Context: an optimization exercise on an open-source flow, tuned for small area and a short achievable clock period. The choices shown serve that exercise and are no tape-out recipe.
Where RTL was checked, it was by simulation tests only, not by an equivalence proof against the original.
Power figures rest on the tool's default switching activity, not on a simulated workload.

== red ==
==> flow/design.v (excerpt) <==
module uart_top #(
    parameter CLOCK_FREQ = 50000000,
    parameter DEFAULT_BAUD = 9600,
    parameter DATA_WIDTH = 8,
    parameter STOP_BITS = 1,
    parameter PARITY_EN = 0,
    parameter OVERSAMPLING = 16
) (
    input wire clk,
    input wire rst_n,
    input wire rx,
    output wire tx,
    input wire tx_start,
    input wire [DATA_WIDTH-1:0] tx_data,
    output wire tx_busy,
    output wire tx_done,
    output wire [DATA_WIDTH-1:0] rx_data,
    output wire rx_valid,
    input wire [15:0] baud_cfg,
    output wire frame_error,
    output wire parity_error,
    output wire overrun_error,
    output wire break_detected,
    output wire [7:0] frame_error_count,
    output wire [7:0] parity_error_count,
    output wire [7:0] overrun_error_count,
    output wire [7:0] break_count,
    output wire [15:0] bytes_received,
    output wire [15:0] packets_received,
    input wire clear_stats
);
Size: ~1300 cells after synthesis, roughly 150 flip-flops, ~110 I/O pins.
export LEC_CHECK = 0
export ABC_AREA = 1
export CAP_MARGIN = 20
export CORE_MARGIN = 2
export CORE_UTILIZATION = 40
export CTS_BUF_LIST = sky130_fd_sc_hd__clkbuf_8
export CTS_CLUSTER_DIAMETER = 100
export CTS_CLUSTER_SIZE = 30
export SLEW_MARGIN = 20
create_clock -name core_clock -period 72.0 [get_ports {clk}]
standard.sh (not shown) runs the stock make flow with config.mk's settings and CLKGATE_MAP_FILE= SYNTH_SCRIPT=/design/flow/synth_recipe.tcl, a recipe that flattens the netlist after the stock synthesis.
==> flow/flow/run.sh <==
#!/bin/bash
# Own flow: the standard flow (standard.sh: unchanged synthesis and steps) with
#  - the port buffers that buffer_ports inserts chosen as the smallest buffer, and
#  - clock tree synthesis without dummy loads.
# make's full output goes to standard.log; ORFS keeps each step's log under orfs/logs.
export BUFFER_PORTS_ARGS="-buffer_cell sky130_fd_sc_hd__buf_1"
export CTS_ARGS="-sink_clustering_enable -repair_clock_nets -buf_list sky130_fd_sc_hd__clkbuf_8 -sink_clustering_size 30 -sink_clustering_max_diameter 100 -dont_use_dummy_load"
bash standard.sh > standard.log 2>&1
Here is what was changed in the inputs of blue compared with red.
--- a/flow/design.v
+++ b/flow/design.v
@@ -593,21 +593,21 @@
     wire cond = hi | gt;
     wire [16:0] c2_t;
     wire [15:0] c2_inc;
     assign c2_t[0] = 1'b1;
     genvar gi;
     generate for (gi = 0; gi < 16; gi = gi + 1) begin : g_inc
         assign c2_inc[gi] = c2[gi] ^ c2_t[gi];
         assign c2_t[gi + 1] = c2[gi] & c2_t[gi];
     end endgenerate
     always @(posedge clk) b <= (baud_cfg == 16'd0) ? 16'd9600 : baud_cfg;
-    always @(posedge clk) begin
+    always @(posedge clk or negedge rst_n) begin
         if (!rst_n) begin
             c2 <= 16'd2;
             baud_tick <= 1'b0;
         end else begin
             baud_tick <= cond;
             c2 <= cond ? 16'd2 : c2_inc;
         end
     end
 endmodule
 `timescale 1ns / 1ps
@@ -625,21 +625,21 @@
     reg [3:0] state;
     reg [7:0] data;            
     wire idle = (state == IDLE);
     wire stop = (state == STOP);
     wire [3:0] state_inc = {state[3] ^ (state[2] & state[1] & state[0]),
                             state[2] ^ (state[1] & state[0]),
                             state[1] ^ state[0],
                             ~state[0]};
     always @(posedge clk)
         if (idle && tx_start) data <= tx_data;
-    always @(posedge clk) begin
+    always @(posedge clk or negedge rst_n) begin
         if (!rst_n) begin
             state   <= IDLE;
             tx      <= 1'b1;
             tx_busy <= 1'b0;
             tx_done <= 1'b0;
         end else begin
             tx_busy <= !idle || tx_start;
             tx_done <= stop && baud_tick;
             tx      <= state[3] ? data[state[2:0]] : (state != START);
             if (idle) begin
@@ -674,55 +674,52 @@
     reg shift_hi;
     wire baud_pulse = baud_tick && (div16 == 4'd0);
     wire mid = baud_tick && (sample_count == 4'd7);
     wire idle = (state == IDLE);
     wire stop = (state == STOP);
     wire data_st = state[3];
     function [3:0] inc4;
         input [3:0] x;
         inc4 = {x[3] ^ (x[2] & x[1] & x[0]), x[2] ^ (x[1] & x[0]), x[1] ^ x[0], ~x[0]};
     endfunction
-    always @(posedge clk or negedge rst_n)
-        if (!rst_n)
-            rx_data <= 8'd0;
-        else if (stop && baud_pulse)
-            rx_data <= {shift_hi, shift_lo};
     always @(posedge clk) begin
         rx_sync1 <= rx;
         rx_sync2 <= rx_sync1;
         if (baud_tick)
             sample_count <= idle ? 4'd0 : inc4(sample_count);
         if (data_st && mid)
             shift_lo <= {shift_hi, shift_lo[6:1]};
     end
-    always @(posedge clk) begin
+    always @(posedge clk or negedge rst_n) begin
         if (!rst_n) begin
             rx_filter     <= 3'b111;
             rx_filtered   <= 1'b1;
             div16         <= 4'd0;
             state         <= IDLE;
             shift_hi      <= 1'b0;
+            rx_data       <= 8'd0;
             rx_valid      <= 1'b0;
             frame_error   <= 1'b0;
             overrun_error <= 1'b0;
         end else begin
             if (baud_tick) begin
                 div16       <= inc4(div16);
                 rx_filter   <= {rx_filter[1:0], rx_sync2};
                 rx_filtered <= (rx_filter[2] & rx_filter[1]) |
                                (rx_filter[2] & rx_filter[0]) |
                                (rx_filter[1] & rx_filter[0]);
             end
             if (data_st && mid)
                 shift_hi <= rx_filtered;
             rx_valid <= stop && baud_pulse;
             if (stop && baud_pulse) begin
+                rx_data       <= {shift_hi, shift_lo};
                 overrun_error <= 1'b0;
             end else if (rx_valid) begin
                 overrun_error <= 1'b1;
             end
             if (idle)
                 frame_error <= 1'b0;
             else if (stop && mid && !rx_filtered)
                 frame_error <= 1'b1;
             case (state)
                 IDLE:    if (baud_tick && !rx_filtered) state <= START;
@@ -775,39 +772,39 @@
                 inc16[i] = x[i] ^ c;
                 c = c & x[i];
             end
         end
     endfunction
     reg [3:0] zeros;
     reg [1:0] idle_count;      
     reg prev_rx_valid, prev_frame_error, prev_overrun_error;
     wire zero_frame = (rx_data == 8'd0) && frame_error;
     wire ff_frame = (rx_data == 8'hFF);
-    always @(posedge clk) begin
+    always @(posedge clk or negedge rst_n) begin
         if (!rst_n) begin
             zeros          <= 4'd0;
             break_detected <= 1'b0;
         end else begin
             break_detected <= rx_valid && zero_frame && (zeros == 4'd9);
             if (rx_valid) begin
                 if (!zero_frame)
                     zeros <= 4'd0;
                 else if (zeros != 4'd10)
                     zeros <= {zeros[3] ^ (zeros[2] & zeros[1] & zeros[0]),
                               zeros[2] ^ (zeros[1] & zeros[0]),
                               zeros[1] ^ zeros[0],
                               ~zeros[0]};
             end
         end
     end
     wire pkt_inc = rx_valid && !ff_frame && (idle_count == 2'd3);
-    always @(posedge clk) begin
+    always @(posedge clk or negedge rst_n) begin
         if (!rst_n) begin
             idle_count          <= 2'd0;
             packets_received    <= 16'd0;
             frame_error_count   <= 8'd0;
             overrun_error_count <= 8'd0;
             break_count         <= 8'd0;
             bytes_received      <= 16'd0;
             prev_rx_valid       <= 1'b0;
             prev_frame_error    <= 1'b0;
             prev_overrun_error  <= 1'b0;
Findings:
- Across blue and red, none had a timing, DRC or antenna violation.
- Utilization: blue and red compared, higher one is red
- Area taken by flip-flops and latches grows by more than 10% when moving from red to blue.
- Compared with red, in blue final routed wirelength across all metal layers climbed 5.7%, worst relative slew slack fell 1.4 points, worst setup slack shrank by 79 ps, fraction of standard cell area that is sequential +3.2 points.
- Higher switching power among blue and red: blue
- blue vs. red: relative contribution of combinational cells to total power went up 39 points, post-route non-filler standard cell count went up 36, total placed cells including tap cells now sits higher, clock skew has decreased.
Only the layout flow was run in red; the RTL was not checked for function there.


the reference run:
uart_top, a different RTL version from the one above (not shown whole).
Size: about 1300 cells after synthesis, roughly 150 flip-flops, roughly 110 I/O pins, ~0.011 sq mm of cells after synthesis.
Settings: LEC_CHECK=0, ABC_AREA=1, CAP_MARGIN=20, CORE_MARGIN=2, CORE_UTILIZATION=40, CTS_BUF_LIST=sky130_fd_sc_hd__clkbuf_8, CTS_CLUSTER_DIAMETER=100, CTS_CLUSTER_SIZE=30, SLEW_MARGIN=20; clock period 72.0 ns.
Scripts as last shown in full above: flow/flow/run.sh
The reference run: no failed stages, no open violations at the end
Input-level comparison between the trial run and the reference run:
diff --git a/flow/design.v b/flow/design.v
--- a/flow/design.v
+++ b/flow/design.v
@@ -586,24 +586,24 @@
     assign r196 = (s169 & k168) | (s169 & r195) | (k168 & r195);
     assign r197 = (s171 & k170) | (s171 & r196) | (k170 & r196);
     assign r198 = (s173 & k172) | (s173 & r197) | (k172 & r197);
     assign r199 = (s175 & k174) | (s175 & r198) | (k174 & r198);
     assign r200 = (s177 & k176) | (s177 & r199) | (k176 & r199);
     wire gt = r200;
-    wire hi = ((e2_3 & (|c2[15:15])) | (e3_3 & (|m3[17:16]))) | ((e1_4 & (|c2[15:14])) | (e2_4 & (|c2[15:13])) | (e3_4 & (|m3[17:14]))) | ((e1_5 & (|c2[15:12])) | (e2_5 & (|c2[15:11])) | (e3_5 & (|m3[17:12]))) | ((e1_6 & (|c2[15:10])) | (e2_6 & (|c2[15:9])) | (e3_6 & (|m3[17:10]))) | ((e1_7 & (|c2[15:8])) | (e2_7 & (|c2[15:7])) | (e3_7 & (|m3[17:8]))) | k44 | k46 | k100 | k102 | k138 | k178;
+    wire hi = ((e2_3 & c2[15]) | (e3_3 & m3[16])) | ((e3_3 & m3[17])) | ((e1_4 & c2[14]) | (e2_4 & c2[13]) | (e3_4 & m3[14])) | ((e1_4 & c2[15]) | (e2_4 & c2[14]) | (e3_4 & m3[15])) | ((e2_4 & c2[15]) | (e3_4 & m3[16])) | ((e3_4 & m3[17])) | ((e1_5 & c2[12]) | (e2_5 & c2[11]) | (e3_5 & m3[12])) | ((e1_5 & c2[13]) | (e2_5 & c2[12]) | (e3_5 & m3[13])) | ((e1_5 & c2[14]) | (e2_5 & c2[13]) | (e3_5 & m3[14])) | ((e1_5 & c2[15]) | (e2_5 & c2[14]) | (e3_5 & m3[15])) | ((e2_5 & c2[15]) | (e3_5 & m3[16])) | ((e3_5 & m3[17])) | ((e1_6 & c2[10]) | (e2_6 & c2[9]) | (e3_6 & m3[10])) | ((e1_6 & c2[11]) | (e2_6 & c2[10]) | (e3_6 & m3[11])) | ((e1_6 & c2[12]) | (e2_6 & c2[11]) | (e3_6 & m3[12])) | ((e1_6 & c2[13]) | (e2_6 & c2[12]) | (e3_6 & m3[13])) | ((e1_6 & c2[14]) | (e2_6 & c2[13]) | (e3_6 & m3[14])) | ((e1_6 & c2[15]) | (e2_6 & c2[14]) | (e3_6 & m3[15])) | ((e2_6 & c2[15]) | (e3_6 & m3[16])) | ((e3_6 & m3[17])) | ((e1_7 & c2[8]) | (e2_7 & c2[7]) | (e3_7 & m3[8])) | ((e1_7 & c2[9]) | (e2_7 & c2[8]) | (e3_7 & m3[9])) | ((e1_7 & c2[10]) | (e2_7 & c2[9]) | (e3_7 & m3[10])) | ((e1_7 & c2[11]) | (e2_7 & c2[10]) | (e3_7 & m3[11])) | ((e1_7 & c2[12]) | (e2_7 & c2[11]) | (e3_7 & m3[12])) | ((e1_7 & c2[13]) | (e2_7 & c2[12]) | (e3_7 & m3[13])) | ((e1_7 & c2[14]) | (e2_7 & c2[13]) | (e3_7 & m3[14])) | ((e1_7 & c2[15]) | (e2_7 & c2[14]) | (e3_7 & m3[15])) | ((e2_7 & c2[15]) | (e3_7 & m3[16])) | ((e3_7 & m3[17])) | k44 | k46 | k100 | k102 | k138 | k178;
     wire cond = hi | gt;
     wire [16:0] c2_t;
     wire [15:0] c2_inc;
     assign c2_t[0] = 1'b1;
     genvar gi;
     generate for (gi = 0; gi < 16; gi = gi + 1) begin : g_inc
         assign c2_inc[gi] = c2[gi] ^ c2_t[gi];
         assign c2_t[gi + 1] = c2[gi] & c2_t[gi];
     end endgenerate
     always @(posedge clk) b <= (baud_cfg == 16'd0) ? 16'd9600 : baud_cfg;
-    always @(posedge clk or negedge rst_n) begin
+    always @(posedge clk) begin
         if (!rst_n) begin
             c2 <= 16'd2;
             baud_tick <= 1'b0;
         end else begin
             baud_tick <= cond;
             c2 <= cond ? 16'd2 : c2_inc;
@@ -629,13 +629,13 @@
     wire [3:0] state_inc = {state[3] ^ (state[2] & state[1] & state[0]),
                             state[2] ^ (state[1] & state[0]),
                             state[1] ^ state[0],
                             ~state[0]};
     always @(posedge clk)
         if (idle && tx_start) data <= tx_data;
-    always @(posedge clk or negedge rst_n) begin
+    always @(posedge clk) begin
         if (!rst_n) begin
             state   <= IDLE;
             tx      <= 1'b1;
             tx_busy <= 1'b0;
             tx_done <= 1'b0;
         end else begin
@@ -686,13 +686,13 @@
         rx_sync2 <= rx_sync1;
         if (baud_tick)
             sample_count <= idle ? 4'd0 : inc4(sample_count);
         if (data_st && mid)
             shift_lo <= {shift_hi, shift_lo[6:1]};
     end
-    always @(posedge clk or negedge rst_n) begin
+    always @(posedge clk) begin
         if (!rst_n) begin
             rx_filter     <= 3'b111;
             rx_filtered   <= 1'b1;
             div16         <= 4'd0;
             state         <= IDLE;
             shift_hi      <= 1'b0;
@@ -776,13 +776,13 @@
     endfunction
     reg [3:0] zeros;
     reg [1:0] idle_count;      
     reg prev_rx_valid, prev_frame_error, prev_overrun_error;
     wire zero_frame = (rx_data == 8'd0) && frame_error;
     wire ff_frame = (rx_data == 8'hFF);
-    always @(posedge clk or negedge rst_n) begin
+    always @(posedge clk) begin
         if (!rst_n) begin
             zeros          <= 4'd0;
             break_detected <= 1'b0;
         end else begin
             break_detected <= rx_valid && zero_frame && (zeros == 4'd9);
             if (rx_valid) begin
@@ -794,13 +794,13 @@
                               zeros[1] ^ zeros[0],
                               ~zeros[0]};
             end
         end
     end
     wire pkt_inc = rx_valid && !ff_frame && (idle_count == 2'd3);
-    always @(posedge clk or negedge rst_n) begin
+    always @(posedge clk) begin
         if (!rst_n) begin
             idle_count          <= 2'd0;
             packets_received    <= 16'd0;
             frame_error_count   <= 8'd0;
             overrun_error_count <= 8'd0;
             break_count         <= 8'd0;
Notes after the runs:
- Going from the reference run to the trial run, number of buffers outside the clock class in the layout lower, area of combinational cells with multiple inputs higher, final worst slack higher, synthesized netlist cell count higher.
- Of the reference run and the trial run, the lower critical path's largest stage delay belongs to the trial run.
- Compared with the reference run, the trial run shows a lower combinational share of power.
- The trial run vs. the reference run: residual overflow from global routing saw little to no change, relative area of clock buffers and inverters in the final design essentially unchanged, final instance area fell 600 sq um, synthesized-area fraction occupied by and/or/nand/nor cells went up.
Only the layout flow was run in the reference run; the RTL was not checked for function there.

==> port drivers added, routing unchanged <==
The flow's constraints put no driver on any port. The routed layouts listed below were extracted and timed again, unchanged, in two steps.
Step 1 sets driving cells, clkbuf_16 on the clock port and buf_2 on the other inputs (assumed; they add their load-dependent delay and slew).
Step 2 times the ports against the registers' clock, not the clock port: input delays grow and output delays shrink by t, the midpoint of the rising clock arrivals with the driver on.
a / b / c = no drivers / after step 1 / after step 2; a / b = the first two.
run | shift t [ns] | setup slack, ns | hold WS [ns] | clock arrival spread, ns | worst slew at a driven data input, ns
red | 0.463 | 56.574 / 56.535 / 56.144 | 0.327 / 0.327 / 0.327 | 0.063 / 0.063 | 0.05
blue | 0.481 | 56.495 / 56.457 / 56.127 | 0.333 / 0.333 / 0.333 | 0.027 / 0.027 | 0.04
the reference run | 0.484 | 56.503 / 56.462 / 56.240 | 0.335 / 0.335 / 0.335 | 0.058 / 0.058 | 0.04
the trial run | 0.464 | 56.580 / 56.540 / 56.149 | 0.333 / 0.333 / 0.333 | 0.056 / 0.057 | 0.06
After both steps setup and hold are still met in every run listed. The setup slack of the trial run, which loses most, moves by -0.040 ns with the drivers and by -0.431 ns with both steps. Setup slack includes reset recovery checks.
